This design comes from an exercise in tuning for small area, a short achievable clock period and few clock cycles on the open sky130 flow, not from production work.
At most, simulation tests tie the RTL to the original design; equivalence was not proved.
No functional check of the RTL was part of runs 8 and 9.
Power and IR drop assume default switching activity.

`flow/run.sh`:
```
#!/bin/bash
# Standard layout (the standard.sh), with two synthesis choices changed:
# adders keep Yosys's default carry-lookahead mapping instead of the Kogge-Stone
# extra map, and are not turned into half/full adder cells, so ABC maps them.
set -euo pipefail
export ADDER_MAP_FILE=
export SYNTH_OPERATIONS_ARGS=-nordff
bash standard.sh > flow_make.log 2>&1
```
`standard.sh`:
```
#!/bin/bash
# synth_recipe.tcl (not shown) runs the flow's synth.tcl, then flattens the netlist and writes it again
# the make line also repeats each setting of config.mk as NAME=value (left out here)
make -C /OpenROAD-flow-scripts/flow DESIGN_CONFIG=/design/flow/config.mk WORK_HOME=/design/flow/orfs CLKGATE_MAP_FILE= SYNTH_SCRIPT=/design/flow/synth_recipe.tcl "${@:-finish}"
```
`config.mk`:
```
export PLATFORM = sky130hd
export DESIGN_NAME = Div
export DESIGN_NICKNAME = Div
export VERILOG_FILES = /design/flow/design.v
export SDC_FILE = /design/flow/constraint.sdc
export NUM_CORES = 4
export LEC_CHECK = 0
export ABC_AREA = 1
export CAP_MARGIN = 20
export CORE_MARGIN = 2
export CORE_UTILIZATION = 40
export SETUP_SLACK_MARGIN = 3.2
export SLEW_MARGIN = 20
```
`constraint.sdc`:
```
create_clock -name core_clock -period 6.0 [get_ports {clk}]
set_input_delay 1.2000 -clock core_clock [delete_from_list [all_inputs] [get_ports {clk}]]
set_output_delay 1.2000 -clock core_clock [all_outputs]
set_load 0.01 [all_outputs]
```
`design.v`:
```
module Div (
    input wire clk,
    input wire reset_total,
    input wire reset_local,
    input wire [31:0] dividend_in,
    input wire [31:0] divisor_in,
    output reg zero_division_flag,
    output wire [31:0] remainder_out,
    output wire [31:0] quotient_out,
    output wire done
);
    function [6:0] lzc32;
        input [31:0] x;
        reg [15:0] v1; reg [15:0] c1;
        reg [7:0]  v2; reg [15:0] c2;
        reg [3:0]  v3; reg [11:0] c3;
        reg [1:0]  v4; reg [7:0]  c4;
        reg        v5; reg [4:0]  c5;
        integer k;
        begin
            for (k = 0; k < 16; k = k + 1) begin
                v1[k] = x[31-2*k] | x[30-2*k];
                c1[k] = ~x[31-2*k];
            end
            for (k = 0; k < 8; k = k + 1) begin
                v2[k] = v1[2*k] | v1[2*k+1];
                c2[2*k+:2] = v1[2*k] ? {1'b0, c1[2*k]} : {1'b1, c1[2*k+1]};
            end
            for (k = 0; k < 4; k = k + 1) begin
                v3[k] = v2[2*k] | v2[2*k+1];
                c3[3*k+:3] = v2[2*k] ? {1'b0, c2[4*k+:2]} : {1'b1, c2[4*k+2+:2]};
            end
            for (k = 0; k < 2; k = k + 1) begin
                v4[k] = v3[2*k] | v3[2*k+1];
                c4[4*k+:4] = v3[2*k] ? {1'b0, c3[6*k+:3]} : {1'b1, c3[6*k+3+:3]};
            end
            v5 = v4[0] | v4[1];
            c5 = v4[0] ? {1'b0, c4[3:0]} : {1'b1, c4[7:4]};
            lzc32 = {v5, ~v5, c5 & {5{v5}}};    
        end
    endfunction
    wire        sa = dividend_in[31];
    wire        sb = divisor_in[31];
    wire        ca = sa & ~&(dividend_in[31:1] | ~dividend_in[30:0]);
    wire [6:0]  la = lzc32(sa ? {~dividend_in[30:0], 1'b1} : dividend_in);
    wire [6:0]  lb = lzc32(divisor_in ^ {32{sb}});
    wire [4:0]  lb5 = lb[4:0] | {5{lb[5]}};
    wire        bz = ~sb & ~lb[6];
    wire [6:0]  cmp = {1'b0, la[5:0]} + {2'b11, ~lb5} + {6'd0, ca};
    wire        trivial = ~cmp[6];
    reg  [31:0] r;       
    reg  [31:0] q;       
    reg  [32:0] d;       
    reg  [4:0]  za;      
    reg  [4:0]  zb;      
    reg         zc;      
    reg         run;     
    reg         p2;      
    reg         sr;      
    reg         sq;      
    wire [32:0] rx = {r[31], r};
    wire        ci = ~sq;
    wire [32:0] t = rx + d + {32'd0, ci};
    wire [32:0] hs = rx ^ d;
    wire        tz = &(hs ~^ {rx[31:0] | d[31:0], ci});
    wire        ge = sr ? (t[32] | tz) : ~t[32];
    wire [4:0]  s = zb + ~za + {4'd0, ~zc};
    reg  [32:0] d_sh;
    integer i;
    always @* begin
        d_sh = d;
        for (i = 0; i < 5; i = i + 1)
            if (s[i]) d_sh = (d_sh << (1 << i)) | (~({33{1'b1}} << (1 << i)) & {33{~sq}});
    end
    wire        start = reset_local & ~reset_total;
    wire        go = ~trivial & ~bz;
    wire        take = run & ge & (~p2 | sq);
    always @(posedge clk) begin
        if (reset_local)
            r <= dividend_in & {32{~bz}};
        else if (take)
            r <= t[31:0];
        if (reset_local)
            d <= {sb, divisor_in} ^ {33{~(sa ^ sb)}};
        else if (p2)
            d <= d_sh;
        else
            d <= {d[32], d[32:1]};
        if (reset_total) begin
            run <= 1'b0;
            p2 <= 1'b0;
        end else if (reset_local) begin
            run <= go;
            p2 <= go;
            za <= la[4:0];
            zb <= lb5;
            zc <= ca;
            q <= 32'd0;
            sr <= sa;
            sq <= sa ^ sb;
            zero_division_flag <= bz;
        end else if (p2) begin
            p2 <= 1'b0;
            za <= s;
            if (!ge) run <= 1'b0;
            q <= {32{sq & ge}};
        end else if (run) begin
            q <= {q[30:0], ge ^ sq};
            za <= za - 5'd1;
            if (za == 5'd0) run <= 1'b0;
        end
    end
    assign done = ~run;
    assign quotient_out  = q;
    assign remainder_out = r;
endmodule
```
==> results of run 1 <==
routing by layer:
| metal | vias up | GRT usage [%] | wire length [um] |
|---|---|---|---|
| met2 | 487 | 43.7 | 17800 |
| met4 | 0 | 13.6 | 1910 |
| met5 | - | 0 | 0 |
| met1 | 5402 | 35.3 | 16100 |
| li1 | 5767 | - | - |
| met3 | 99 | 5.00 | 2840 |
power by group:
part / internal [W] / switching, W
Sequential: 0.000988 / 0.000148
Combinational: 0.000785 / 0.00133
Clock: 0.000635 / 0.000457
through the flow:
step	power, W	utilization (%)	area, sq um	hold slack [ps]	setup slack [ps]
floorplan	0.00241	-	10400	488	3120
global placement	0.00297	46.8	11800	528	1840
detailed placement	0.00298	47.0	11900	537	1780
CTS	0.00414	51.8	13100	551	3090
global route	0.00461	55.0	13900	577	3090
finish	0.00434	55.0	13900	547	3130
timing repair:
action | in CTS | in global routing
setup endpoints to repair | 178 | 131
hold buffers | 0 | 0
setup buffers | 32 | 26
gates resized for setup | 129 | 230
pin swaps | 33 | 70
gates cloned | 8 | 4
synth_stat cells (all sizes together), types with 7 or more instances:
cell type,instances,area share [%]
a21oi,34,1.7
a31oi,7,0.42
buf,44,3.1
clkbuf,25,0.91
dfxtp,33,6.4
edfxtp,80,23
inv,201,7.3
nand2,638,24
nand3,98,4.8
nand4,13,0.79
nor2,141,5.7
nor3,11,0.58
o211ai,38,2.8
o21ai,179,8.8
o22ai,23,1.5
or2,33,2.0
xnor2,16,1.4
xor2,26,2.4
kinds of logic (layout without fill, tap and decap cells):
family / Yosys count / count (layout) / synth area share (%)
simple gates: 942 / 942 / 38.1
compound gates: 298 / 298 / 16.6
buf+inv: 270 / 448 / 11.3
flops: 113 / 113 / 29.7
xor+xnor: 42 / 43 / 3.75
mux: 5 / 5 / 0.485
how the worst max path moves through the flow:
| stage | startpoint | end | cells past startpoint |
|---|---|---|---|
| 2_1_floorplan | dividend_in[31] | run | 22 |
| 3_3_place_gp | divisor_in[31] | run | 18 |
| 3_5_place_dp | divisor_in[31] | run | 18 |
| 4_1_cts | dividend_in[19] | run | 22 |
| 5_1_grt | divisor_in[31] | run | 22 |
| 6_report | dividend_in[31] | run | 15 |
worst max-delay path, delay by kind of cell:
family                 cells  cell delay (ps)
and+or+nand+nor           10             1110
AOI/OAI and AO/OA          3              650
buffers and inverters      2              270
layout make-up:
type | instances | share of cell area (%)
clock buffer | 17 | 3.06
clock inverter | 15 | 1.38
inverter | 201 | 5.92
multi-input combinational | 1288 | 48.7
sequential | 113 | 22.1
tap | 330 | 2.97
timing repair buffer | 210 | 15.5
timing repair inverter | 5 | 0.378
registers in the layout, indices dropped and copies added, names as in the netlist:
| register | count |
|---|---|
| q | 32 |
| d | 33 |
| zero_division_flag | 1 |
| sq | 1 |
| zc | 1 |
| zb | 5 |
| p2 | 1 |
| run | 1 |
| r | 32 |
| za | 5 |
| sr | 1 |
==> impl_metrics.env, run 1 <==
export IMPL_peakVddDrop_mv=0.203
export IMPL_r2r_cells=13
export IMPL_cts_sinks=113
export IMPL_required_ps=6370
export IMPL_min_period_over_period_pct=47.8
export IMPL_finalHoldViolCount=0
export IMPL_grt_max_degree=57
export IMPL_dr_pass1_iters=6
export IMPL_multi_input_area_sq_mm=0.00677
export IMPL_cts_path_max_buffers=2
export IMPL_r2r_end="r[10]"
export IMPL_rsz0062_at_grt="true"
export IMPL_numCtsBuffers=17
export IMPL_power_density_mw_per_mm2=312
export IMPL_final_setup_viol_count=0
export IMPL_io_pins=133
export IMPL_synth_warnings=1
export IMPL_synthDistinctLibCells=56
export IMPL_grt_overflow=0
export IMPL_ys_async_sr_fraction_pct=0
export IMPL_critPathKind="in2reg"
export IMPL_synth_edff_count=80
export IMPL_max_freq_mhz=348
export IMPL_hold_start="q[3]"
export IMPL_dieArea_sq_mm=0.0271
export IMPL_end_kind="flop"
export IMPL_rrSetupSlack_ps=3270
export IMPL_area_growth_pct=34.7
export IMPL_wirelength_um=38600
export IMPL_cts_root_buffer="clkbuf_16"
export IMPL_drc=0
export IMPL_grt_pass1_vias=10600
export IMPL_maxCapViolCount=0
export IMPL_die_height_um=165
export IMPL_drtAntennaViolNets=0
export IMPL_skew_ps=12.2
export IMPL_worstMarginPinSlew_ps=1010
export IMPL_clk_latency_ps=430
export IMPL_synth_flop_cell="edfxtp_1"
export IMPL_netlist_area_sq_mm=0.0103
export IMPL_core_sq_mm=0.0253
export IMPL_r2r_start="r[25]"
export IMPL_num_rows=58
export IMPL_worstSetupStartpointType="input pin"
export IMPL_leakage_nw=6.66
export IMPL_gr_usage_all_layers_pct=27.3
export IMPL_fp_dieW_um=165
export IMPL_wl_per_cell_um=17.7
export IMPL_drtIter0Drc=976
export IMPL_period_minus_slack_ps=2870
export IMPL_start_util_pct=40.9
export IMPL_diodes=0
export IMPL_seq_area_sq_mm=0.00307
export IMPL_max_slew_margin_rel_pct=32.4
export IMPL_avgSynthCellArea_sq_um=6.18
export IMPL_hpwl_um=26700
export IMPL_worst_hold_path_endpoint="q[4]"
export IMPL_crit_slowest_cell="nor2_4"
export IMPL_clk_pin_slew_ps=60
export IMPL_crit_path_cell_trace="buf_12 > buf_12 > nand2_1 > o22ai_4 > nand4_1 > nor2_4 > nand2_4 > o211ai_1 > o22a_1 > nand2_1 > nand2_1 > nand2_2 > nand2_1 > nor2_1 > nor2_1"
export IMPL_hp_class="reg2reg"
export IMPL_fillers=2534
export IMPL_h_tree_depth=4
export IMPL_whs_path_depth=2
export IMPL_cts_tree="yes"
export IMPL_cpMostUsedCell="nand2_1"
export IMPL_gp_congestion=0.889
export IMPL_layout_commonest_cell="nand2_1"
export IMPL_post_drt_via_cell_ratio=5.39
export IMPL_synth_fp_nets=1737
export IMPL_layoutNonFillerInstCount=2179
export IMPL_ys_seq_elements=113
export IMPL_yosysSeqAreaShare_pct=29.7
export IMPL_maxSlewViolCount=0
export IMPL_cpPeakStageDelay_ps=260
export IMPL_nets=1903
export IMPL_port_buffers=132
export IMPL_crit_fanout=7
export IMPL_outcome="finished clean"
export IMPL_antenna_found_initial=0
export IMPL_finalSetupTns_ps=0
export IMPL_drive_gt1_share_pct=19.7
export IMPL_final_cell_mix="nand2_1 (580), inv_1 (170), o21ai_0 (112), nor2_1 (93), nand3_1 (92)"
export IMPL_netlist_instances=1670
export IMPL_routed_via_count=11800
export IMPL_crit_arrival_ps=3240
export IMPL_grt_pass1_wl_um=56700
export IMPL_placedCellCount=2077
Testbench counts, summed over its fixed seeds: cycles 22,792.
==> run 2: changes to the inputs <==
--- a/config.mk
+++ b/config.mk
@@ -10,4 +10,6 @@
 export CORE_MARGIN = 2
 export CORE_UTILIZATION = 40
+export CTS_BUF_LIST = sky130_fd_sc_hd__clkbuf_4 sky130_fd_sc_hd__clkbuf_8
+export CTS_CLUSTER_SIZE = 20
 export SETUP_SLACK_MARGIN = 3.2
 export SLEW_MARGIN = 20
==> run 2 against run 1 <==
Against the previous run:
- still clean
- synthesized cell count unchanged
- total power is 6.4% lower
- sequential cell count stayed put
- count of clock-buffer cells in the layout is the same
- critical path depth stayed put
- core utilization is 1.1 points lower
- die area is the same
- synthesized area did not move
- global-route usage fell by 0.15 points
- via count decreased by 0.30%
- highest routed layer unchanged
- clock skew is 7.2 ps higher
==> impl_metrics.env, run 2 <==
export IMPL_grt_pass1_vias=10500
export IMPL_rrSetupSlack_ps=3260
export IMPL_finalHoldViolCount=0
export IMPL_crit_fanout=14
export IMPL_synth_fp_nets=1737
export IMPL_start_util_pct=40.9
export IMPL_diodes=0
export IMPL_final_setup_viol_count=0
export IMPL_finalSetupTns_ps=0
export IMPL_largest_register_ff_count=33
export IMPL_clk_pin_slew_ps=90
export IMPL_largest_registers="d: 33 flops, q: 32 flops, r: 32 flops"
export IMPL_drive_gt1_share_pct=18.1
export IMPL_num_rows=58
export IMPL_skew_ps=19.4
export IMPL_synth_area_leaders="edfxtp_1 (23%), nand2_1 (23%), inv_1 (7.0%)"
export IMPL_synth_commonest_cells="nand2_1 (624), inv_1 (192), o21ai_0 (135)"
export IMPL_final_cell_mix="nand2_1 (588), inv_1 (172), o21ai_0 (111), nor2_1 (97), nand3_1 (91)"
export IMPL_crit_arrival_ps=3240
export IMPL_period_minus_slack_ps=2840
export IMPL_yosysSeqAreaShare_pct=29.7
export IMPL_final_core_util_pct=53.9
export IMPL_worstMarginPinSlew_ps=1010
export IMPL_fp_dieW_um=165
export IMPL_io_pins=133
export IMPL_grt_overflow=0
export IMPL_hpwl_um=26700
export IMPL_maxSlewViolCount=0
export IMPL_outcome="finished clean"
export IMPL_core_sq_mm=0.0253
export IMPL_gp_congestion=0.889
export IMPL_cts_root_buffer="clkbuf_8"
export IMPL_dp_slack_ps=1780
export IMPL_hp_class="reg2reg"
export IMPL_peakVddDrop_mv=0.135
export IMPL_area_growth_pct=32.0
export IMPL_setup_ws_ps=3160
export IMPL_post_drt_via_cell_ratio=5.38
export IMPL_top_register="d"
export IMPL_max_freq_mhz=353
export IMPL_port_buffers=132
export IMPL_synth_warnings=1
export IMPL_synth_top_area_share_pct=23.3
export IMPL_yosys_area_top_type="edfxtp_1"
export IMPL_post_dp_cell_area_sq_mm=0.0119
export IMPL_cts_tree="yes"
export IMPL_nets=1901
export IMPL_max_slew_margin_rel_pct=32.4
export IMPL_avgSynthCellArea_sq_um=6.18
export IMPL_drtAntennaViolNets=0
export IMPL_gr_usage_all_layers_pct=27.1
export IMPL_netlist_area_sq_mm=0.0103
export IMPL_synth_edff_count=80
export IMPL_worstSetupStartpointType="input pin"
export IMPL_dr_pass1_iters=5
export IMPL_power_density_mw_per_mm2=298
export IMPL_yosysMostFrequentCell="nand2_1"
export IMPL_routed_via_count=11700
export IMPL_grt_max_degree=57
export IMPL_ys_seq_elements=113
export IMPL_dieArea_sq_mm=0.0271
export IMPL_final_area_sq_mm=0.0136
export IMPL_clk_latency_ps=480
export IMPL_layout_commonest_cell="nand2_1"
export IMPL_critPathKind="in2reg"
export IMPL_maxCapViolCount=0
export IMPL_synth_flop_cell="edfxtp_1"
export IMPL_die_height_um=165
export IMPL_drc=0
export IMPL_synthDistinctLibCells=56
export IMPL_end_kind="flop"
export IMPL_cts_path_max_buffers=2
export IMPL_required_ps=6410
export IMPL_grt_pass1_wl_um=56500
export IMPL_antenna_found_initial=0
export IMPL_leakage_nw=6.59
export IMPL_wirelength_um=38200
export IMPL_netlist_instances=1670
export IMPL_numCtsBuffers=17
export IMPL_h_tree_depth=4
export IMPL_ys_async_sr_fraction_pct=0
export IMPL_cts_sinks=113
export IMPL_wl_per_cell_um=17.5
export IMPL_min_period_over_period_pct=47.3
export IMPL_cts_hold_buf=0
export IMPL_rsz0062_at_grt="true"
export IMPL_drtIter0Drc=904
==> run 2: cell families after synthesis <==
group | Yosys count | synth area share (%)
and+or+nand+nor | 942 | 38.1
AOI/OAI and AO/OA | 298 | 16.6
buffers and inverters | 270 | 11.3
DFF | 113 | 29.7
xor gates and xnor gates | 42 | 3.75
muxes | 5 | 0.485
==> run 2: worst max-delay path: stages <==
cell and delay (ps):
buf_4 180, buf_12 170, nand2_1 120, o22ai_4 220
nand4_1 210, nor2_4 240, nand2_4 90, o211ai_1 230
o22a_1 190, nand2_1 50, nand2_1 70, nand2_2 50
nand2_1 70, nor2_1 40, nor2_1 90
==> run 2: final cells by class <==
cell class	count	area, sq um
fillers	2577	11600
multi-input cells	1288	6720
flip-flops and latches	113	3070
repair buffers	207	2150
inverters	201	802
well taps	330	413
clock buffers	17	234
clock inverters	15	191
repair inverters	6	45.0
==> run 2: through the flow <==
step,instances,hold slack (ps),total power [W]
2_1_floorplan,1670,488,0.00241
3_3_place_gp,2075,528,0.00297
3_5_place_dp,2077,537,0.00298
4_1_cts,2139,554,0.00386
5_1_grt,2177,578,0.00432
6_report,2177,551,0.00406
==> run 2: layer usage <==
layer / GRT usage (%) / vias to the layer above / share of wire, %
met5: 0 / - / 0
met4: 12.3 / 0 / 5.1
met3: 3.49 / 107 / 7.1
met2: 44.2 / 483 / 46
met1: 36.0 / 5364 / 42
li1: - / 5766 / -
==> run 2: path summary, 6_finish.rpt <==
| check | from | endpoint | cells after the start |
|---|---|---|---|
| max | dividend_in[31] | run | 15 |
| min | q[2] | q[3] | 2 |
| max reg2reg | r[8] | r[10] | 12 |
| min reg2reg | q[2] | q[3] | 2 |
==> run 2: repair_timing <==
action	CTS	global route
setup buffers	23	33
cloned	7	5
pin swaps	27	63
resized for setup	108	194
setup endpoints to repair	178	150
==> run 2: power breakdown <==
| group | switching (W) | leakage (nW) | internal, W |
|---|---|---|---|
| Sequential | 0.000146 | 1.06 | 0.000986 |
| Clock | 0.000428 | 0.211 | 0.000392 |
| Combinational | 0.00132 | 5.32 | 0.000788 |
| Total | 0.00190 | 6.59 | 0.00217 |
==> run 3: changes to the inputs <==
==> flow/run.sh (replaced) <==
#!/bin/bash
# Standard layout (the standard.sh) with these changes:
# - adders keep Yosys's default carry-lookahead mapping instead of the
#   Kogge-Stone extra map, and are not turned into half/full adder cells, so
#   ABC maps them;
# - the port buffers are the smallest buffer cell (repair_timing upsizes the
#   ones on critical paths).
set -euo pipefail
export ADDER_MAP_FILE=
export SYNTH_OPERATIONS_ARGS=-nordff
export BUFFER_PORTS_ARGS="-buffer_cell sky130_fd_sc_hd__buf_1"
bash standard.sh > flow_make.log 2>&1
==> run 3 against run 2 <==
Against the previous run:
- combinational power shrank 2%
- design area shrank 5.4%
- sequential power is essentially flat
- via count grew 0.29%
- total power shrank 4.7%
- clock skew shrank 2.0 ps
- critical path depth grew 7
- core utilization shrank 2.9 points
- non-clock buffer count grew 5
- worst hold slack lost 1.9 ps
==> impl_metrics.env, run 3 <==
export IMPL_outcome="finished clean"
export IMPL_final_area_sq_mm=0.0129
export IMPL_synth_warnings=1
export IMPL_ys_async_sr_fraction_pct=0
export IMPL_yosysMostFrequentCell="nand2_1"
export IMPL_avgSynthCellArea_sq_um=6.18
export IMPL_antenna_found_initial=0
export IMPL_cpPeakStageDelay_ps=200
export IMPL_finalSetupTns_ps=0
export IMPL_grt_pass1_vias=10400
export IMPL_wirelength_um=37900
export IMPL_maxSlewViolCount=0
export IMPL_hp_class="reg2reg"
export IMPL_grt_max_degree=48
export IMPL_h_tree_depth=4
export IMPL_crit_arrival_ps=3130
export IMPL_internal_power_w=0.00200
export IMPL_period_minus_slack_ps=2770
export IMPL_synth_top_area_share_pct=23.3
export IMPL_final_setup_viol_count=0
export IMPL_nets=1905
export IMPL_diodes=0
export IMPL_top_register="d"
export IMPL_core_sq_mm=0.0253
export IMPL_post_dp_cell_area_sq_mm=0.0110
export IMPL_num_rows=58
export IMPL_critPathKind="in2reg"
export IMPL_min_period_over_period_pct=46.2
export IMPL_clk_pin_slew_ps=80
export IMPL_drc=0
export IMPL_use_met1_pct=35.9
export IMPL_grt_pass1_wl_um=56200
export IMPL_clk_latency_ps=460
export IMPL_leakage_nw=6.03
export IMPL_wl_per_cell_um=17.4
export IMPL_largest_registers="d: 33 flops, q: 32 flops, r: 32 flops"
export IMPL_netlist_instances=1670
export IMPL_cts_path_max_buffers=2
export IMPL_fp_dieW_um=165
export IMPL_cpMostUsedCell="nand2_1"
export IMPL_final_cell_mix="nand2_1 (582), inv_1 (185), buf_1 (128), o21ai_0 (115), nor2_1 (91)"
export IMPL_cts_sinks=113
export IMPL_max_slew_margin_rel_pct=38.1
export IMPL_yosys_area_top_type="edfxtp_1"
export IMPL_crit_path_cell_trace="buf_12 > buf_12 > buf_12 > nand2_4 > o22ai_4 > nand2_2 > nor2_4 > nand2_4 > nor2_4 > nand2_1 > nand2_2 > nand2_1 > nand2_1 > inv_1 > nand2_1 > nand2_1 > nand2_1 > nand2_1 > nand2_2 > nand2_2 > nor2_2 > nor2_1"
export IMPL_p_comb_share_pct=53.5
export IMPL_die_height_um=165
export IMPL_p_sw_share_pct=48.3
export IMPL_drtIter0Drc=1066
export IMPL_io_pins=133
export IMPL_max_freq_mhz=361
export IMPL_dr_pass1_iters=5
export IMPL_seqPwrFrac_pct=29.0
export IMPL_worstMarginPinSlew_ps=928
export IMPL_hpwl_um=26600
export IMPL_routed_via_count=11800
export IMPL_met2_usage_pct=42.8
export IMPL_post_drt_via_cell_ratio=5.39
export IMPL_cp_top_family="simple AND/OR/NAND/NOR gates"
export IMPL_power_density_mw_per_mm2=300
export IMPL_hold_slack_ps=549
export IMPL_grt_overflow=0
export IMPL_skew_ps=17.4
export IMPL_synthDistinctLibCells=56
export IMPL_required_ps=6360
export IMPL_crit_slowest_cell="nor2_4"
export IMPL_setup_ws_ps=3230
export IMPL_dp_slack_ps=2160
export IMPL_numCtsBuffers=17
export IMPL_drtAntennaViolNets=0
export IMPL_worstSetupStartpointType="input pin"
export IMPL_port_buffers=132
export IMPL_gp_congestion=0.954
export IMPL_netlist_area_sq_mm=0.0103
export IMPL_clkPwrFrac_pct=17.4
export IMPL_area_growth_pct=24.9
export IMPL_rsz0062_at_grt="true"
export IMPL_met3_usage_pct=5.05
export IMPL_layout_commonest_cell="nand2_1"
export IMPL_power_switching_w=0.00187
export IMPL_synth_fp_nets=1737
export IMPL_cts_hold_buf=0
export IMPL_ys_seq_elements=113
export IMPL_dieArea_sq_mm=0.0271
export IMPL_synth_flop_cell="edfxtp_1"
export IMPL_finalHoldViolCount=0
export IMPL_synth_commonest_cells="nand2_1 (624), inv_1 (192), o21ai_0 (135)"
export IMPL_maxCapViolCount=0
export IMPL_end_kind="flop"
export IMPL_synth_area_leaders="edfxtp_1 (23%), nand2_1 (23%), inv_1 (7.0%)"
export IMPL_largest_register_ff_count=33
export IMPL_drive_gt1_share_pct=18.6
export IMPL_yosysSeqAreaShare_pct=29.7
export IMPL_start_util_pct=40.9
export IMPL_busiest_layer="met2"
export IMPL_crit_fanout=7
export IMPL_peakVddDrop_mv=0.119
export IMPL_synth_edff_count=80
export IMPL_rrSetupSlack_ps=3290
export IMPL_cts_tree="yes"
export IMPL_path_buf_inv=4
export IMPL_gr_usage_all_layers_pct=27.2
export IMPL_cts_root_buffer="clkbuf_8"
run 3: final timing paths:
kind	startpoint	cells past startpoint	to
max	dividend_in[31]	22	run
min	q[27]	2	q[28]
max reg2reg	d[24]	12	r[12]
min reg2reg	q[27]	2	q[28]
run 3: cell type report:
cell class              instances  area [sq um]
repair inverters                4          28.8
repair buffers                212          1400
flip-flops and latches        113          3070
multi-input cells            1289          6810
inverters                     201           817
clock buffers                  18           241
fillers                      2630         12400
well taps                     330           413
clock inverters                14           106
run 3: cell families after synthesis:
| logic type | count (synthesis) | share of synthesized area [%] |
|---|---|---|
| AO/OA/AOI/OAI | 298 | 16.6 |
| XOR/XNOR | 42 | 3.75 |
| buffers and inverters | 270 | 11.3 |
| flip-flops | 113 | 29.7 |
| multiplexers | 5 | 0.485 |
| AND/OR/NAND/NOR | 942 | 38.1 |
run 3: metal layers:
layer	wire length (um)	up-vias
met3	3000	77
met5	0	-
met1	16000	5412
li1	-	5770
met2	17300	495
met4	1680	0
run 3: through the flow:
| step | std cells | total power (W) | util, % |
|---|---|---|---|
| 3_3_place_gp | 2075 | 0.00286 | 43.5 |
| 6_report | 2181 | 0.00387 | 51.0 |
| 5_1_grt | 2181 | 0.00415 | 51.0 |
| 4_1_cts | 2137 | 0.00365 | 47.2 |
| 3_5_place_dp | 2077 | 0.00288 | 43.7 |
| 2_1_floorplan | 1670 | 0.00241 | - |
run 3: what timing repair did:
item,4_1_cts,5_1_grt
cloned,8,3
endpoints found under the hold margin,0,0
setup endpoints to repair,155,132
buffers inserted,20,41
resized for setup,66,178
pin swaps,17,58
run 3: power groups by stage:
stage	Combinational, W	Sequential [W]	Clock [W]
2_1_floorplan	0.00130	0.00111	0
5_1_grt	0.00230	0.00114	0.000715
3_5_place_dp	0.00174	0.00114	0
4_1_cts	0.00185	0.00112	0.000682
6_report	0.00207	0.00112	0.000675
3_3_place_gp	0.00172	0.00114	0
run 3: tightest hold or removal path, delay by kind of cell, from the launching register on:
| kind | cells | cell delay [ps] |
|---|---|---|
| simple gates | 2 | 100 |
| flops | 1 | 340 |
==> run 4: changes to the inputs <==
--- a/config.mk
+++ b/config.mk
@@ -9,7 +9,8 @@
 export CAP_MARGIN = 20
 export CORE_MARGIN = 2
-export CORE_UTILIZATION = 40
+export CORE_UTILIZATION = 65
 export CTS_BUF_LIST = sky130_fd_sc_hd__clkbuf_4 sky130_fd_sc_hd__clkbuf_8
 export CTS_CLUSTER_SIZE = 20
+export PLACE_DENSITY = 0.75
 export SETUP_SLACK_MARGIN = 3.2
 export SLEW_MARGIN = 20
==> run 4 against run 3 <==
Against the previous run:
- synthesized area stayed put
- clock power is 12% higher
- count of clock-buffer cells in the layout fell by 1
- synthesized cell count is the same
- largest cell class unchanged
==> impl_metrics.env, run 4 <==
export IMPL_outcome="finished clean"
export IMPL_max_slew_margin_rel_pct=31.0
export IMPL_largest_register_ff_count=33
export IMPL_die_height_um=130
export IMPL_fillers=1314
export IMPL_synth_warnings=1
export IMPL_drive_gt1_share_pct=12.4
export IMPL_leakage_nw=5.72
export IMPL_crit_slowest_cell="edfxtp_1"
export IMPL_gr_usage_all_layers_pct=38.7
export IMPL_h_tree_depth=4
export IMPL_power_density_mw_per_mm2=317
export IMPL_peakVddDrop_mv=0.173
export IMPL_port_buffers=132
export IMPL_ys_seq_elements=113
export IMPL_avgSynthCellArea_sq_um=6.18
export IMPL_end_kind="flop"
export IMPL_cts_sinks=113
export IMPL_layout_commonest_cell="nand2_1"
export IMPL_wirelength_um=33900
export IMPL_drc=0
export IMPL_skew_ps=16.0
export IMPL_drtAntennaViolNets=0
export IMPL_yosys_area_top_type="edfxtp_1"
export IMPL_post_drt_via_cell_ratio=5.90
export IMPL_num_rows=46
export IMPL_power_w=0.00380
export IMPL_dieArea_sq_mm=0.0169
export IMPL_antenna_found_initial=0
export IMPL_rsz0062_at_grt="true"
export IMPL_yosysSeqAreaShare_pct=29.7
export IMPL_gp_congestion=1.02
export IMPL_numCtsBuffers=17
export IMPL_cpPeakStageDelay_ps=440
export IMPL_final_setup_viol_count=0
export IMPL_diodes=0
export IMPL_crit_arrival_ps=2950
export IMPL_netlist_instances=1670
export IMPL_grt_max_degree=49
export IMPL_finalHoldViolCount=0
export IMPL_start_util_pct=65.7
export IMPL_final_core_util_pct=76.3
export IMPL_min_period_over_period_pct=46.1
export IMPL_wl_per_cell_um=16.8
export IMPL_hpwl_um=24500
export IMPL_cts_tree="yes"
export IMPL_largest_registers="d: 33 flops, q: 32 flops, r: 32 flops"
export IMPL_crit_fanout=11
export IMPL_synth_top_area_share_pct=23.3
export IMPL_area_growth_pct=16.2
export IMPL_synthDistinctLibCells=56
export IMPL_cts_root_buffer="clkbuf_8"
export IMPL_finalSetupTns_ps=0
export IMPL_synth_edff_count=80
export IMPL_io_pins=133
export IMPL_yosysMostFrequentCell="nand2_1"
export IMPL_setup_ws_ps=3230
export IMPL_grt_overflow=0
export IMPL_hold_slack_ps=551
export IMPL_grt_pass1_vias=10100
export IMPL_synth_fp_nets=1737
export IMPL_crit_path_cell_trace="nand2_1 > inv_1 > nor2_2 > xor2_1 > nand4_1 > nor3_1 > nand3_2 > nor2_2 > nor2_1 > nand3_2 > nand2_4 > o21ai_4 > buf_12 > buf_12"
export IMPL_cp_top_family="simple AND/OR/NAND/NOR gates"
export IMPL_dr_pass1_iters=6
export IMPL_maxCapViolCount=0
export IMPL_top_register="d"
export IMPL_final_cell_mix="nand2_1 (610), inv_1 (189), buf_1 (127), o21ai_0 (121), nor2_1 (107)"
export IMPL_nets=1862
export IMPL_synth_commonest_cells="nand2_1 (624), inv_1 (192), o21ai_0 (135)"
export IMPL_synth_flop_cell="edfxtp_1"
export IMPL_period_minus_slack_ps=2770
export IMPL_clk_latency_ps=470
export IMPL_maxSlewViolCount=0
export IMPL_drtIter0Drc=1604
export IMPL_worstMarginPinSlew_ps=1030
export IMPL_routed_via_count=11900
export IMPL_required_ps=6180
export IMPL_ys_async_sr_fraction_pct=0
export IMPL_dp_slack_ps=1890
export IMPL_max_freq_mhz=362
export IMPL_fp_dieW_um=130
export IMPL_grt_pass1_wl_um=50600
export IMPL_path_buf_inv=3
export IMPL_synth_area_leaders="edfxtp_1 (23%), nand2_1 (23%), inv_1 (7.0%)"
export IMPL_critPathKind="reg2reg"
export IMPL_cts_path_max_buffers=2
export IMPL_core_sq_mm=0.0157
export IMPL_netlist_area_sq_mm=0.0103
export IMPL_clk_pin_slew_ps=80
export IMPL_hp_class="reg2reg"
export IMPL_worstSetupStartpointType="flop"
run 4: worst paths after layout:
check	cells past startpoint	endpoint	slack [ps]	startpoint
worst max-delay path	14	r[10]	3230	r[15]
worst min-delay path	2	q[31]	550	q[30]
worst max register to register	14	r[10]	3230	r[15]
worst min register to register	2	q[31]	550	q[30]
run 4: layout make-up:
type,count,area [sq um],area share [%]
timing repair buffer,171,981,8.18
multi-input combinational,1290,6460,53.9
tap,216,270,2.25
inverter,201,796,6.64
clock inverter,15,165,1.38
timing repair inverter,1,11.3,0.0939
clock buffer,17,234,1.95
sequential,113,3070,25.6
run 4: power breakdown:
| group | leakage [nW] | switching (W) | internal, W |
|---|---|---|---|
| Combinational | 4.46 | 0.00127 | 0.000640 |
| Clock | 0.198 | 0.000411 | 0.000348 |
| Sequential | 1.06 | 0.000142 | 0.000987 |
| Total | 5.72 | 0.00182 | 0.00197 |
run 4: metal layers:
metal | vias up | global-route usage, % | routed length [um]
met5 | - | 0 | 0
met4 | 0 | 17.7 | 1640
met3 | 132 | 7.63 | 3820
met2 | 709 | 60.6 | 15300
met1 | 5399 | 52.0 | 13100
li1 | 5694 | - | -
run 4: timing repair:
action                     CTS  global route
buffers inserted             6            16
gates resized for setup     28            95
setup endpoints to repair  162           132
pin swaps                    3            11
cloned                       3             4
hold buffers                 0             0
hold endpoints to repair     0             0
run 4: through the flow:
stage	cells	area, sq um
after global routing	2024	12000
after floorplan	1670	10400
after global placement	1962	10900
after detailed placement	1963	10900
after CTS	2004	11500
final	2024	12000
run 4: kinds of logic after synthesis:
kind of cell	Yosys count	synth area share, %
buffers and inverters	270	11.3
AO/OA/AOI/OAI	298	16.6
flip-flops	113	29.7
multiplexers	5	0.485
AND/OR/NAND/NOR	942	38.1
XOR/XNOR	42	3.75
run 4: tightest hold or removal path: cells and delay by family, from the launching register on:
family / cells / cell delay [ps]
DFF: 1 / 340
and+or+nand+nor: 2 / 100
==> run 5: changes to the inputs <==
--- a/config.mk
+++ b/config.mk
@@ -12,5 +12,4 @@
 export CTS_BUF_LIST = sky130_fd_sc_hd__clkbuf_4 sky130_fd_sc_hd__clkbuf_8
 export CTS_CLUSTER_SIZE = 20
-export PLACE_DENSITY = 0.75
-export SETUP_SLACK_MARGIN = 3.2
+export SETUP_SLACK_MARGIN = 3.6
 export SLEW_MARGIN = 20
==> run 5 against run 4 <==
Against the previous run:
- the run now fails in global routing (5_1_grt)
- synthesized area is the same
- synthesized cell count unchanged
==> impl_metrics.env, run 5 <==
export IMPL_outcome="stopped before the end"
export IMPL_stop_stage="global routing (5_1_grt)"
export IMPL_firstError="[ERROR DPL-0038] Utilization greater than 100%, impossible to legalize"
export IMPL_cts_path_max_buffers=2
export IMPL_start_util_pct=65.7
export IMPL_gp_congestion=1.00
export IMPL_avgSynthCellArea_sq_um=6.18
export IMPL_ys_async_sr_fraction_pct=0
export IMPL_synth_top_area_share_pct=23.3
export IMPL_io_pins=133
export IMPL_ys_seq_elements=113
export IMPL_post_dp_cell_area_sq_mm=0.0110
export IMPL_grt_max_degree=49
export IMPL_yosys_area_top_type="edfxtp_1"
export IMPL_yosysSeqAreaShare_pct=29.7
export IMPL_die_height_um=130
export IMPL_netlist_area_sq_mm=0.0103
export IMPL_h_tree_depth=4
export IMPL_numCtsBuffers=17
export IMPL_synth_edff_count=80
export IMPL_cts_root_buffer="clkbuf_8"
export IMPL_hpwl_um=25500
export IMPL_fp_dieW_um=130
export IMPL_endpoint_type="register input"
export IMPL_synth_warnings=1
export IMPL_yosysMostFrequentCell="nand2_1"
export IMPL_num_rows=46
export IMPL_dp_slack_ps=1880
export IMPL_synth_fp_nets=1737
export IMPL_cts_sinks=113
export IMPL_synth_commonest_cells="nand2_1 (624), inv_1 (192), o21ai_0 (135)"
export IMPL_port_buffers=132
export IMPL_cts_hold_buf=0
export IMPL_netlist_instances=1670
export IMPL_synth_area_leaders="edfxtp_1 (23%), nand2_1 (23%), inv_1 (7.0%)"
export IMPL_synthDistinctLibCells=56
export IMPL_synth_flop_cell="edfxtp_1"
export IMPL_crit_endpoint="run$_SDFFE_PP0P_/D"
-- run 5: power by group through the flow --
| stage | Combinational [W] | Sequential, W | Clock (W) |
|---|---|---|---|
| 2_1_floorplan | 0.00133 | 0.00111 | 0 |
| 3_3_place_gp | 0.00171 | 0.00113 | 0 |
| 3_5_place_dp | 0.00173 | 0.00113 | 0 |
| 4_1_cts | 0.00223 | 0.00112 | 0.000719 |
-- run 5: worst min path at each step --
stage                     endpoint  startpoint  slack, ps  cells after the start
after floorplan              d[16]       d[17]        490                      2
after global placement       q[31]       q[30]        530                      2
after detailed placement     q[31]       q[30]        540                      2
after CTS                     d[0]        d[1]        560                      2
-- run 5: what timing repair did --
| action | 4_1_cts |
|---|---|
| gates cloned | 20 |
| pin swaps | 71 |
| setup buffers | 92 |
| setup endpoints to repair | 180 |
| gates resized for setup | 329 |
-- run 5: kinds of logic after synthesis --
family	Yosys count	synth area share (%)
buffers and inverters	270	11.3
XOR/XNOR	42	3.75
multiplexers	5	0.485
AND/OR/NAND/NOR	942	38.1
flip-flops	113	29.7
AO/OA/AOI/OAI	298	16.6
-- run 5: stage by stage --
step / instances / util, %
floorplan: 1670 / -
global placement: 1959 / 70.2
detailed placement: 1959 / 70.2
CTS: 2103 / 87.1
==> run 6: changes to the inputs <==
--- a/config.mk
+++ b/config.mk
@@ -12,4 +12,4 @@
 export CTS_BUF_LIST = sky130_fd_sc_hd__clkbuf_4 sky130_fd_sc_hd__clkbuf_8
 export CTS_CLUSTER_SIZE = 20
-export SETUP_SLACK_MARGIN = 3.6
+export SETUP_SLACK_MARGIN = 3.2
 export SLEW_MARGIN = 20
==> run 6 against run 5 <==
Against the previous run:
- now clean on timing, DRC and antenna
- synthesized area unchanged
- synthesized cell count unchanged
==> impl_metrics.env, run 6 <==
export IMPL_cts_hold_buf=0
export IMPL_synth_compound_area_share_pct=16.6
export IMPL_drtAntennaViolNets=0
export IMPL_max_freq_mhz=362
export IMPL_required_ps=6180
export IMPL_outcome="finished clean"
export IMPL_largest_register_ff_count=33
export IMPL_rsz0062_at_grt="true"
export IMPL_synth_fp_nets=1737
export IMPL_synthDistinctLibCells=56
export IMPL_synthMuxAreaShare_pct=0.485
export IMPL_dr_pass1_iters=6
export IMPL_rrSetupSlack_ps=3230
export IMPL_area_growth_pct=16.2
export IMPL_finalSetupTns_ps=0
export IMPL_yosys_area_share_simple_pct=38.1
export IMPL_crit_fanout=11
export IMPL_drtIter0Drc=1604
export IMPL_synthAdderAreaFrac_pct=0
export IMPL_min_period_over_period_pct=46.1
export IMPL_leakage_nw=5.72
export IMPL_synth_flop_cell="edfxtp_1"
export IMPL_port_buffers=132
export IMPL_die_height_um=130
export IMPL_core_sq_mm=0.0157
export IMPL_nets=1862
export IMPL_power_density_mw_per_mm2=317
export IMPL_synth_area_leaders="edfxtp_1 (23%), nand2_1 (23%), inv_1 (7.0%)"
export IMPL_final_setup_viol_count=0
export IMPL_synth_commonest_cells="nand2_1 (624), inv_1 (192), o21ai_0 (135)"
export IMPL_h_tree_depth=4
export IMPL_seqPwrFrac_pct=29.7
export IMPL_final_cell_mix="nand2_1 (610), inv_1 (189), buf_1 (127), o21ai_0 (121), nor2_1 (107)"
export IMPL_placedCellCount=1963
export IMPL_netlist_area_sq_mm=0.0103
export IMPL_dieArea_sq_mm=0.0169
export IMPL_antenna_found_initial=0
export IMPL_worstSetupStartpointType="flop"
export IMPL_start_util_pct=65.7
export IMPL_maxCapViolCount=0
export IMPL_cts_path_max_buffers=2
export IMPL_io_pins=133
export IMPL_p_comb_share_pct=50.3
export IMPL_max_slew_margin_rel_pct=31.0
export IMPL_worstMarginPinSlew_ps=1030
export IMPL_period_minus_slack_ps=2770
export IMPL_p_sw_share_pct=48.0
export IMPL_top_register="d"
export IMPL_fp_dieW_um=130
export IMPL_yosysMostFrequentCell="nand2_1"
export IMPL_cts_tree="yes"
export IMPL_end_kind="flop"
export IMPL_clkPwrFrac_pct=20.0
export IMPL_diodes=0
export IMPL_synth_xor_area_share_pct=3.75
export IMPL_routed_via_count=11900
export IMPL_gp_congestion=1.02
export IMPL_synth_edff_count=80
export IMPL_clk_latency_ps=470
export IMPL_synth_warnings=1
export IMPL_internal_power_w=0.00197
export IMPL_ys_seq_elements=113
export IMPL_r2r_start="r[15]"
export IMPL_num_rows=46
export IMPL_hold_start="q[30]"
export IMPL_clk_pin_slew_ps=80
export IMPL_synth_top_family_by_area="simple AND/OR/NAND/NOR gates"
export IMPL_power_w=0.00380
export IMPL_final_area_sq_mm=0.0120
export IMPL_critPathKind="reg2reg"
export IMPL_wl_per_cell_um=16.8
export IMPL_crit_arrival_ps=2950
export IMPL_cts_sinks=113
export IMPL_peakVddDrop_mv=0.173
export IMPL_gr_usage_all_layers_pct=38.7
export IMPL_wirelength_um=33900
export IMPL_finalHoldViolCount=0
export IMPL_cp_startpoint="r[15]"
export IMPL_drc=0
export IMPL_hold_slack_ps=551
export IMPL_hpwl_um=24500
export IMPL_post_dp_cell_area_sq_mm=0.0109
export IMPL_netlist_instances=1670
export IMPL_grt_pass1_vias=10100
export IMPL_post_drt_via_cell_ratio=5.90
export IMPL_grt_max_degree=49
export IMPL_drive_gt1_share_pct=12.4
export IMPL_yosysSeqAreaShare_pct=29.7
export IMPL_layout_commonest_cell="nand2_1"
export IMPL_synth_top_area_share_pct=23.3
export IMPL_layoutNonFillerInstCount=2024
export IMPL_avgSynthCellArea_sq_um=6.18
export IMPL_hp_class="reg2reg"
export IMPL_skew_ps=16.0
export IMPL_yosys_area_top_type="edfxtp_1"
export IMPL_numCtsBuffers=17
export IMPL_grt_pass1_wl_um=50600
export IMPL_cts_root_buffer="clkbuf_8"
export IMPL_grt_overflow=0
export IMPL_power_switching_w=0.00182
export IMPL_ys_async_sr_fraction_pct=0
export IMPL_largest_registers="d: 33 flops, q: 32 flops, r: 32 flops"
export IMPL_maxSlewViolCount=0
-- run 6: cell counts after synthesis --
Identical to the previous run, type by type.
-- run 6: cells by family (layout without fill, tap and decap cells) --
family                 after synthesis  in the layout
flip-flops                         113            113
buffers and inverters              270            405
XOR/XNOR                            42             43
AND/OR/NAND/NOR                    942            943
AO/OA/AOI/OAI                      298            299
multiplexers                         5              5
-- run 6: layer usage --
metal	global-route usage [%]	part of all wire, %
met1	52.0	39
met2	60.6	45
met3	7.63	11
met4	17.7	4.8
met5	0	0
-- run 6: metrics by stage --
stage / worst slack [ps] / util (%)
4_1_cts: 3160 / 73.0
5_1_grt: 3100 / 76.3
6_report: 3230 / 76.3
3_3_place_gp: 2000 / 69.1
3_5_place_dp: 1890 / 69.3
2_1_floorplan: 3120 / -
-- run 6: final timing paths --
path	to	cells after the start
hold / removal	q[31]	2
setup / recovery	r[10]	14
hold reg to reg	q[31]	2
setup reg to reg	r[10]	14
-- run 6: power groups by stage --
stage          logic (W)  clock network [W]  registers, W
2_1_floorplan    0.00130                  0       0.00111
3_3_place_gp     0.00167                  0       0.00113
3_5_place_dp     0.00170                  0       0.00113
4_1_cts          0.00176           0.000751       0.00111
5_1_grt          0.00211           0.000780       0.00114
6_report         0.00191           0.000759       0.00113
-- run 6: final cells by class --
cell class	count	area, sq um
repair buffers	171	981
clock inverters	15	165
flip-flops and latches	113	3070
clock buffers	17	234
multi-input cells	1290	6460
fillers	1314	3730
well taps	216	270
repair inverters	1	11.3
inverters	201	796
-- run 6: repair_timing --
item | in CTS | in global routing
pin swaps | 3 | 11
gates cloned | 3 | 4
setup buffers | 6 | 16
endpoints found under the setup margin | 162 | 132
resized for setup | 28 | 95
-- run 6: worst max-delay path, cell delays in order (launching register included) --
cell and delay, ps:
edfxtp_1 440, nand2_1 90, inv_1 50, nor2_2 190, xor2_1 310, nand4_1 150, nor3_1 240, nand3_2 160
nor2_2 140, nor2_1 60, nand3_2 90, nand2_4 80, o21ai_4 180, buf_12 150, buf_12 150
==> run 7: changes to the inputs <==
--- a/config.mk
+++ b/config.mk
@@ -9,7 +9,7 @@
 export CAP_MARGIN = 20
 export CORE_MARGIN = 2
-export CORE_UTILIZATION = 65
+export CORE_UTILIZATION = 60
 export CTS_BUF_LIST = sky130_fd_sc_hd__clkbuf_4 sky130_fd_sc_hd__clkbuf_8
 export CTS_CLUSTER_SIZE = 20
-export SETUP_SLACK_MARGIN = 3.2
+export SETUP_SLACK_MARGIN = 3.4
 export SLEW_MARGIN = 20
==> run 7 against run 6 <==
Against the previous run:
- still clean on timing, DRC and antenna
- count of clock-buffer cells in the layout unchanged
- worst setup slack worse by 120 ps
- die area rose by 8.1%
- sequential share of layout area fell by 3.4 points
- first-iteration DRC count is 26% higher
- sequential cell count stayed put
- maximum frequency down 4.2%
- worst hold slack better by 8.4 ps
- clock power grew 9.1%
- global-route usage grew 1.4 points
- critical endpoint is now za[1]
- largest cell class unchanged
==> impl_metrics.env, run 7 <==
export IMPL_ys_async_sr_fraction_pct=0
export IMPL_netlist_area_sq_mm=0.0103
export IMPL_leakage_nw=6.54
export IMPL_cp_startpoint="dividend_in[31]"
export IMPL_min_period_over_period_pct=48.1
export IMPL_cts_path_max_buffers=2
export IMPL_worstSetupStartpointType="input pin"
export IMPL_core_sq_mm=0.0167
export IMPL_yosysSeqAreaShare_pct=29.7
export IMPL_grt_pass1_wl_um=56300
export IMPL_grt_max_degree=49
export IMPL_power_density_mw_per_mm2=320
export IMPL_cts_sinks=113
export IMPL_yosysMostFrequentCell="nand2_1"
export IMPL_final_setup_viol_count=0
export IMPL_fp_dieW_um=135
export IMPL_finalSetupTns_ps=0
export IMPL_grt_overflow=0
export IMPL_diodes=0
export IMPL_cts_tree="yes"
export IMPL_avgSynthCellArea_sq_um=6.18
export IMPL_rsz0062_at_grt="true"
export IMPL_max_slew_margin_rel_pct=35.0
export IMPL_cts_root_buffer="clkbuf_8"
export IMPL_final_cell_mix="nand2_1 (564), inv_1 (181), buf_1 (127), nand3_1 (92), buf_4 (91)"
export IMPL_antenna_found_initial=0
export IMPL_maxSlewViolCount=0
export IMPL_nets=1958
export IMPL_skew_ps=16.2
export IMPL_r2r_end="r[11]"
export IMPL_drtAntennaViolNets=0
export IMPL_hpwl_um=24500
export IMPL_ys_seq_elements=113
export IMPL_synth_warnings=1
export IMPL_synth_fp_nets=1737
export IMPL_routed_via_count=13100
export IMPL_wirelength_um=41500
export IMPL_gp_congestion=0.979
export IMPL_rrSetupSlack_ps=3260
export IMPL_r2r_start="d[14]"
export IMPL_synth_area_leaders="edfxtp_1 (23%), nand2_1 (23%), inv_1 (7.0%)"
export IMPL_drive_gt1_share_pct=25.4
export IMPL_clk_latency_ps=470
export IMPL_yosys_area_top_type="edfxtp_1"
export IMPL_wl_per_cell_um=19.5
export IMPL_cp_endpoint="za[1]"
export IMPL_synth_commonest_cells="nand2_1 (624), inv_1 (192), o21ai_0 (135)"
export IMPL_gr_usage_all_layers_pct=40.1
export IMPL_area_growth_pct=34.5
export IMPL_max_freq_mhz=346
export IMPL_worstMarginPinSlew_ps=965
export IMPL_hp_class="reg2reg"
export IMPL_period_minus_slack_ps=2890
export IMPL_post_drt_via_cell_ratio=6.16
export IMPL_synth_flop_cell="edfxtp_1"
export IMPL_start_util_pct=61.8
export IMPL_grt_pass1_vias=10900
export IMPL_io_pins=133
export IMPL_clk_pin_slew_ps=80
export IMPL_dieArea_sq_mm=0.0183
export IMPL_dr_pass1_iters=8
export IMPL_synth_top_area_share_pct=23.3
export IMPL_fillers=1093
export IMPL_maxCapViolCount=0
export IMPL_r2r_cells=14
export IMPL_outcome="finished clean"
export IMPL_num_rows=47
export IMPL_synth_edff_count=80
export IMPL_crit_fanout=7
export IMPL_numCtsBuffers=17
export IMPL_layout_commonest_cell="nand2_1"
export IMPL_synthDistinctLibCells=56
export IMPL_placedCellCount=1966
export IMPL_h_tree_depth=4
export IMPL_largest_register_ff_count=33
export IMPL_largest_registers="d: 33 flops, q: 32 flops, r: 32 flops"
export IMPL_layoutNonFillerInstCount=2124
export IMPL_netlist_instances=1670
export IMPL_end_kind="flop"
export IMPL_critPathKind="in2reg"
export IMPL_top_register="d"
export IMPL_crit_arrival_ps=3100
export IMPL_required_ps=6210
export IMPL_die_height_um=135
export IMPL_cts_hold_buf=0
export IMPL_drc=0
export IMPL_peakVddDrop_mv=0.188
export IMPL_drtIter0Drc=2023
export IMPL_finalHoldViolCount=0
export IMPL_port_buffers=132
run 7: cell counts after synthesis:
Identical to the previous run, type by type.
run 7: area by class of cell:
class	instances	area, sq um	area share [%]
Sequential cell	113	3080	22.2
Multi-Input combinational cell	1290	7210	52.0
Clock buffer	17	234	1.69
Clock inverter	15	199	1.43
Tap cell	220	275	1.98
Timing Repair Buffer	264	1970	14.2
Inverter	201	851	6.13
Timing Repair inverter	4	57.6	0.415
run 7: per-stage QoR:
| stage | hold WS, ps | total power [W] | worst slack [ps] | utilization (%) | instance area, sq um |
|---|---|---|---|---|---|
| finish | 559 | 0.00445 | 3110 | 83.1 | 13900 |
| global route | 578 | 0.00463 | 3050 | 83.1 | 13900 |
| CTS | 555 | 0.00384 | 3290 | 74.4 | 12400 |
| detailed placement | 534 | 0.00284 | 2200 | 65.2 | 10900 |
| global placement | 526 | 0.00282 | 2250 | 65.2 | 10900 |
| floorplan | 488 | 0.00242 | 3120 | - | 10500 |
run 7: worst min-delay path by stage:
stage | endpoint | startpoint | cells past startpoint | slack (ps)
CTS | q[22] | q[21] | 2 | 560
detailed placement | q[13] | q[12] | 2 | 530
finish | q[22] | q[21] | 2 | 560
global route | q[22] | q[21] | 2 | 580
global placement | q[31] | q[30] | 2 | 530
floorplan | d[16] | d[17] | 2 | 490
run 7: routing by layer:
metal  track usage (%)  up-vias  share of wire, %
met1              50.7     5867                34
met3              8.87      300                13
li1                  -     5873                 -
met5                 0        -                 0
met4              20.5        0               7.9
met2              64.7     1040                45
run 7: critical path, cell delays in order:
cell and delay (ps):
buf_12 110, buf_16 180, buf_12 150, nand2_4 40, o21ai_2 60, nand2_1 90
nor2_2 150, nand3_2 140, nor2_4 210, nor2_4 60, nand2_2 80, nand2_4 80
buf_4 130, buf_4 120, a221o_1 290
run 7: power by group:
group,switching (W),total [W],internal (W)
Clock,0.000402,0.000828,0.000426
Combinational,0.00156,0.00247,0.000917
Sequential,0.000157,0.00115,0.000989
run 7: kinds of logic after synthesis:
group / Yosys count / synth area share (%)
simple gates: 942 / 38.1
flops: 113 / 29.7
buf+inv: 270 / 11.3
xor+xnor: 42 / 3.75
mux: 5 / 0.485
compound gates: 298 / 16.6
run 7: what timing repair did:
item / CTS / global route
cloned: 10 / 5
pin swaps: 42 / 64
buffers inserted: 48 / 63
gates resized for setup: 143 / 243
endpoints found under the setup margin: 184 / 143
==> run 8: changes to the inputs <==
--- a/design.v
+++ b/design.v
@@ -53,6 +53,4 @@
     reg  [32:0] d;       
     reg  [4:0]  za;      
-    reg  [4:0]  zb;      
-    reg         zc;      
     reg         run;     
     reg         p2;      
@@ -65,5 +63,5 @@
     wire        tz = &(hs ~^ {rx[31:0] | d[31:0], ci});
     wire        ge = sr ? (t[32] | tz) : ~t[32];
-    wire [4:0]  s = zb + ~za + {4'd0, ~zc};
+    wire [4:0]  s = za;
     reg  [32:0] d_sh;
     integer i;
@@ -93,7 +91,5 @@
             run <= go;
             p2 <= go;
-            za <= la[4:0];
-            zb <= lb5;
-            zc <= ca;
+            za <= lb5 + ~la[4:0] + {4'd0, ~ca};    
             q <= 32'd0;
             sr <= sa;
@@ -102,5 +98,4 @@
         end else if (p2) begin
             p2 <= 1'b0;
-            za <= s;
             if (!ge) run <= 1'b0;
             q <= {32{sq & ge}};
--- a/config.mk
+++ b/config.mk
@@ -9,7 +9,7 @@
 export CAP_MARGIN = 20
 export CORE_MARGIN = 2
-export CORE_UTILIZATION = 60
+export CORE_UTILIZATION = 65
 export CTS_BUF_LIST = sky130_fd_sc_hd__clkbuf_4 sky130_fd_sc_hd__clkbuf_8
 export CTS_CLUSTER_SIZE = 20
-export SETUP_SLACK_MARGIN = 3.4
+export SETUP_SLACK_MARGIN = 3.2
 export SLEW_MARGIN = 20
==> run 8 against run 7 <==
Against the previous run:
- clock skew is 2.5 ps higher
- maximum frequency fell by 3.0%
- critical path depth is 3 higher
- count of clock-buffer cells in the layout decreased by 8
- worst setup slack got worse by 89 ps
- wire length fell by 18%
- clock power down 45%
- sequential power down 8%
- die area down 8.4%
- worst hold slack lost 4.3 ps
==> impl_metrics.env, run 8 <==
export IMPL_outcome="finished clean"
export IMPL_period_minus_slack_ps=2980
export IMPL_cts_path_max_buffers=2
export IMPL_largest_registers="d: 33 flops, q: 32 flops, r: 32 flops"
export IMPL_r2r_end="r[16]"
export IMPL_diodes=0
export IMPL_core_sq_mm=0.0153
export IMPL_finalSetupTns_ps=0
export IMPL_synth_commonest_cells="nand2_1 (549), o21ai_0 (160), inv_1 (157)"
export IMPL_synth_flop_cell="edfxtp_1"
export IMPL_layout_commonest_cell="nand2_1"
export IMPL_hpwl_um=24600
export IMPL_drtIter0Drc=1485
export IMPL_placedCellCount=1916
export IMPL_synth_xor_area_share_pct=4.29
export IMPL_gr_usage_all_layers_pct=39.2
export IMPL_top_register="d"
export IMPL_skew_ps=18.7
export IMPL_crit_fanout=7
export IMPL_synth_edff_count=74
export IMPL_port_buffers=132
export IMPL_r2r_start="r[10]"
export IMPL_cts_sinks=107
export IMPL_area_growth_pct=14.5
export IMPL_synthMuxAreaShare_pct=0.785
export IMPL_numCtsBuffers=9
export IMPL_dr_pass1_iters=6
export IMPL_rsz0062_at_grt="true"
export IMPL_max_slew_margin_rel_pct=36.3
export IMPL_antenna_found_initial=0
export IMPL_r2r_cells=16
export IMPL_final_cell_mix="nand2_1 (525), inv_1 (155), o21ai_0 (151), buf_1 (128), nor2_1 (106)"
export IMPL_peakVddDrop_mv=0.131
export IMPL_post_drt_via_cell_ratio=5.88
export IMPL_cts_tree="yes"
export IMPL_final_area_sq_mm=0.0117
export IMPL_netlist_instances=1634
export IMPL_routed_via_count=11600
export IMPL_clk_pin_slew_ps=120
export IMPL_synth_fp_nets=1701
export IMPL_clk_latency_ps=410
export IMPL_leakage_nw=5.47
export IMPL_start_util_pct=66.9
export IMPL_drive_gt1_share_pct=14.0
export IMPL_crit_arrival_ps=3130
export IMPL_wirelength_um=34100
export IMPL_power_w=0.00301
export IMPL_netlist_area_sq_mm=0.0102
export IMPL_critPathKind="in2reg"
export IMPL_grt_max_degree=51
export IMPL_grt_pass1_wl_um=50800
export IMPL_drtAntennaViolNets=0
export IMPL_grt_overflow=0
export IMPL_avgSynthCellArea_sq_um=6.25
export IMPL_maxSlewViolCount=0
export IMPL_required_ps=6150
export IMPL_synthDistinctLibCells=57
export IMPL_dieArea_sq_mm=0.0167
export IMPL_grt_pass1_vias=9750
export IMPL_fp_dieW_um=129
export IMPL_synth_warnings=1
export IMPL_yosys_area_share_simple_pct=37.5
export IMPL_finalHoldViolCount=0
export IMPL_max_freq_mhz=336
export IMPL_cts_hold_buf=0
export IMPL_die_height_um=129
export IMPL_maxCapViolCount=0
export IMPL_drc=0
export IMPL_largest_register_ff_count=33
export IMPL_post_dp_cell_area_sq_mm=0.0107
export IMPL_min_period_over_period_pct=49.6
export IMPL_whs_path_depth=2
export IMPL_worst_hold_path_endpoint="d[22]"
export IMPL_worstMarginPinSlew_ps=954
export IMPL_hp_class="reg2reg"
export IMPL_layoutNonFillerInstCount=1971
export IMPL_hold_start="d[23]"
export IMPL_cts_root_buffer="clkbuf_8"
export IMPL_power_density_mw_per_mm2=257
export IMPL_rrSetupSlack_ps=3090
export IMPL_io_pins=133
export IMPL_yosys_area_top_type="edfxtp_1"
export IMPL_num_rows=45
export IMPL_synth_compound_area_share_pct=18.9
export IMPL_nets=1822
export IMPL_h_tree_depth=3
export IMPL_wl_per_cell_um=17.3
export IMPL_end_kind="flop"
export IMPL_ys_async_sr_fraction_pct=0
export IMPL_yosysMostFrequentCell="nand2_1"
export IMPL_gp_congestion=0.969
export IMPL_synth_top_family_by_area="simple AND/OR/NAND/NOR gates"
export IMPL_yosysSeqAreaShare_pct=28.2
export IMPL_worstSetupStartpointType="input pin"
export IMPL_synthAdderAreaFrac_pct=0
export IMPL_synth_area_leaders="edfxtp_1 (22%), nand2_1 (20%), o21ai_0 (7.8%)"
export IMPL_final_setup_viol_count=0
export IMPL_ys_seq_elements=107
export IMPL_synth_top_area_share_pct=21.8
## run 8: layout make-up
class | instances | area (sq um)
multi-input cells | 1279 | 6620
fillers | 1258 | 3570
flip-flops and latches | 107 | 2900
repair buffers | 180 | 1020
inverters | 177 | 689
well taps | 211 | 264
clock buffers | 9 | 124
clock inverters | 7 | 66.3
repair inverters | 1 | 5.00
## run 8: per-layer routing
layer	routed length [um]	up-vias	global-route usage [%]
met4	1680	0	15.8
met2	14500	688	57.9
met5	0	-	0
met1	13700	5203	55.9
li1	-	5592	-
met3	4220	113	8.46
## run 8: kinds of logic (layout without fill, tap and decap cells)
family,after synthesis,count (layout)
AO/OA/AOI/OAI,342,343
XOR/XNOR,50,50
buffers and inverters,249,374
flip-flops,107,107
multiplexers,8,8
AND/OR/NAND/NOR,878,878
## run 8: power breakdown
part / internal (W) / leakage (nW) / switching, W
sequential: 0.000930 / 1.01 / 0.000127
clock: 0.000162 / 0.0969 / 0.000296
combinational: 0.000509 / 4.37 / 0.000984
total: 0.00160 / 5.47 / 0.00141
## run 8: worst max path at each step
stage / slack, ps / to / from / cells after the start
2_1_floorplan: 3040 / za[4] / divisor_in[31] / 17
3_3_place_gp: 1800 / run / divisor_in[31] / 17
3_5_place_dp: 1670 / run / divisor_in[31] / 17
4_1_cts: 3110 / za[4] / dividend_in[31] / 19
5_1_grt: 2940 / za[2] / dividend_in[31] / 18
6_report: 3020 / za[3] / dividend_in[31] / 18
## run 8: what timing repair did
action                                  4_1_cts  5_1_grt
pin swaps                                    23       26
hold endpoints to repair                      0        0
resized for setup                            37       88
gates cloned                                  4        2
buffers inserted                             18       15
endpoints found under the setup margin       95      113
## run 8: stage by stage
stage | util, % | hold slack [ps] | setup slack (ps)
after floorplan | - | 493 | 3040
after detailed placement | 70.3 | 535 | 1670
final | 76.6 | 555 | 3020
after CTS | 73.9 | 557 | 3110
after global routing | 76.6 | 575 | 2940
after global placement | 70.3 | 527 | 1800
## run 8: critical path, stage by stage
cell       delay (ps)
clkbuf_16         130
buf_12            130
inv_12             70
a21oi_2            30
nor2_1            180
nand2_2           120
nor2_4            150
nand2_4            90
nor2_4            150
nand3_2            80
nand2_2           100
nand2_2            80
nand2_4            80
nand3_4            90
nand3_4            90
nand2_1            70
o21ai_1           170
o21ai_1            90
==> run 9: changes to the inputs <==
--- a/design.v
+++ b/design.v
@@ -53,6 +53,9 @@
     reg  [32:0] d;       
     reg  [4:0]  za;      
+    reg  [4:0]  zb;      
+    reg         zc;      
     reg         run;     
     reg         p2;      
+    reg         fix;     
     reg         sr;      
     reg         sq;      
@@ -63,5 +66,5 @@
     wire        tz = &(hs ~^ {rx[31:0] | d[31:0], ci});
     wire        ge = sr ? (t[32] | tz) : ~t[32];
-    wire [4:0]  s = za;
+    wire [4:0]  s = zb + ~za + {4'd0, ~zc};
     reg  [32:0] d_sh;
     integer i;
@@ -73,5 +76,5 @@
     wire        start = reset_local & ~reset_total;
     wire        go = ~trivial & ~bz;
-    wire        take = run & ge & (~p2 | sq);
+    wire        take = run & ge & (~p2 | sq) & ~fix;
     always @(posedge clk) begin
         if (reset_local)
@@ -88,8 +91,12 @@
             run <= 1'b0;
             p2 <= 1'b0;
+            fix <= 1'b0;
         end else if (reset_local) begin
             run <= go;
             p2 <= go;
-            za <= lb5 + ~la[4:0] + {4'd0, ~ca};    
+            fix <= 1'b0;
+            za <= la[4:0];
+            zb <= lb5;
+            zc <= ca;
             q <= 32'd0;
             sr <= sa;
@@ -98,6 +105,12 @@
         end else if (p2) begin
             p2 <= 1'b0;
-            if (!ge) run <= 1'b0;
-            q <= {32{sq & ge}};
+            za <= s;
+            if (!ge & !sq) run <= 1'b0;
+            fix <= ~ge & sq;
+            q <= {32{sq}};
+        end else if (fix) begin
+            fix <= 1'b0;
+            run <= 1'b0;
+            q <= 32'd0;
         end else if (run) begin
             q <= {q[30:0], ge ^ sq};
==> run 9 against run 8 <==
Against the previous run:
- first-iteration DRC count grew 21%
- design area grew 5.8%
- synthesized area grew 1.4%
- clock skew shrank 3.1 ps
- maximum frequency grew 4.7%
- highest routed layer unchanged
- largest power group unchanged
- still clean
- total power grew 26%
- cell count grew 4.3%
==> impl_metrics.env, run 9 <==
export IMPL_core_sq_mm=0.0157
export IMPL_p_comb_share_pct=50.3
export IMPL_clk_latency_ps=480
export IMPL_period_minus_slack_ps=2840
export IMPL_power_switching_w=0.00182
export IMPL_leakage_nw=5.84
export IMPL_avgSynthCellArea_sq_um=6.17
export IMPL_num_rows=46
export IMPL_numCtsBuffers=17
export IMPL_synth_warnings=1
export IMPL_grt_pass1_wl_um=52500
export IMPL_r2r_start="za[0]"
export IMPL_p_sw_share_pct=48.1
export IMPL_largest_registers="d: 33 flops, q: 32 flops, r: 32 flops"
export IMPL_drive_gt1_share_pct=14.2
export IMPL_rsz0062_at_grt="true"
export IMPL_nets=1893
export IMPL_final_setup_viol_count=0
export IMPL_clk_pin_slew_ps=90
export IMPL_area_growth_pct=19.4
export IMPL_r2r_end="d[13]"
export IMPL_final_cell_mix="nand2_1 (624), inv_1 (165), buf_1 (127), o21ai_0 (125), nor2_1 (119)"
export IMPL_seqPwrFrac_pct=29.7
export IMPL_start_util_pct=65.9
export IMPL_gr_usage_all_layers_pct=40.5
export IMPL_finalSetupTns_ps=0
export IMPL_dieArea_sq_mm=0.0170
export IMPL_fp_dieW_um=130
export IMPL_largest_register_ff_count=33
export IMPL_cts_root_buffer="clkbuf_8"
export IMPL_yosys_area_top_type="nand2_1"
export IMPL_rrSetupSlack_ps=3300
export IMPL_gp_congestion=1.02
export IMPL_netlist_area_sq_mm=0.0104
export IMPL_power_density_mw_per_mm2=307
export IMPL_post_drt_via_cell_ratio=6.02
export IMPL_skew_ps=15.6
export IMPL_outcome="finished clean"
export IMPL_antenna_found_initial=0
export IMPL_peakVddDrop_mv=0.176
export IMPL_layoutNonFillerInstCount=2055
export IMPL_synth_fp_nets=1746
export IMPL_layout_commonest_cell="nand2_1"
export IMPL_cts_tree="yes"
export IMPL_synth_top_area_share_pct=23.5
export IMPL_drc=0
export IMPL_grt_pass1_vias=10400
export IMPL_synth_flop_cell="edfxtp_1"
export IMPL_max_slew_margin_rel_pct=45.1
run 9: cell count changes after synthesis, sizes merged, moves of 15 or more:
| cell | delta |
|---|---|
| nand2 | +81 |
| a21oi | -33 |
| o21ai | -25 |
| clkbuf | -21 |
| or2 | +21 |
| buf | +15 |
run 9: cell type report:
cell class / count / area [sq um]
repair buffers: 187 / 1120
repair inverters: 1 / 7.51
flip-flops and latches: 114 / 3090
multi-input cells: 1325 / 6760
clock buffers: 17 / 234
well taps: 216 / 270
fillers: 1239 / 3350
clock inverters: 15 / 160
inverters: 180 / 722
run 9: repair_timing:
item | 4_1_cts | 5_1_grt
setup endpoints to repair | 147 | 175
resized for setup | 33 | 123
setup buffers | 7 | 33
cloned | 5 | 7
pin swaps | 6 | 29
run 9: layer usage:
| metal | GRT usage (%) | routed length [um] |
|---|---|---|
| met1 | 52.4 | 13500 |
| met4 | 21.9 | 2690 |
| met3 | 9.72 | 4820 |
| met2 | 62.6 | 15800 |
| met5 | 0 | 0 |
run 9: how the worst max path moves through the flow:
stage | cells past startpoint | end
detailed placement | 20 | run
CTS | 6 | q[22]
global route | 20 | run
global placement | 7 | d[23]
finish | 15 | run
floorplan | 13 | r[16]
run 9: metrics by stage:
| stage | instance area (sq um) | power [W] | utilization [%] | worst slack [ps] |
|---|---|---|---|---|
| 2_1_floorplan | 10400 | 0.00236 | - | 3090 |
| 3_3_place_gp | 10900 | 0.00275 | 69.1 | 1940 |
| 3_5_place_dp | 10900 | 0.00277 | 69.1 | 1810 |
| 4_1_cts | 11500 | 0.00355 | 73.3 | 3040 |
| 5_1_grt | 12400 | 0.00401 | 78.7 | 3040 |
| 6_report | 12400 | 0.00379 | 78.7 | 3160 |
run 9: critical path, cell delays in order:
cell	delay (ps)
buf_1	280
nand2_1	120
nand2_1	70
o21ai_1	90
inv_1	130
nand3_2	120
nor2_4	250
nand2_2	120
o21ai_1	280
nor2_1	100
nor2_1	100
nand2_1	70
nand2_2	100
a21oi_2	60
a21oi_1	150
run 9: logic make-up after synthesis:
| group | count (synthesis) | synth area share, % |
|---|---|---|
| xor+xnor | 41 | 3.79 |
| simple gates | 968 | 38.7 |
| flops | 114 | 29.8 |
| compound gates | 303 | 17.0 |
| buf+inv | 246 | 10.1 |
| mux | 7 | 0.677 |
run 9: power by group through the flow:
stage               combinational [W]  sequential, W  clock, W
finish                        0.00191        0.00113  0.000759
global route                  0.00209        0.00113  0.000780
CTS                           0.00168        0.00111  0.000749
detailed placement            0.00164        0.00113         0
global placement              0.00162        0.00113         0
floorplan                     0.00125        0.00111         0

Re-timed with assumed drivers on the ports (clkbuf_16 on the clock, buf_2 on other inputs), run 9 has 3.154 ns of setup slack against 3.157 ns with ideal ports, and 2.640 ns once port delays also move by the mid clock arrival of 0.514 ns.
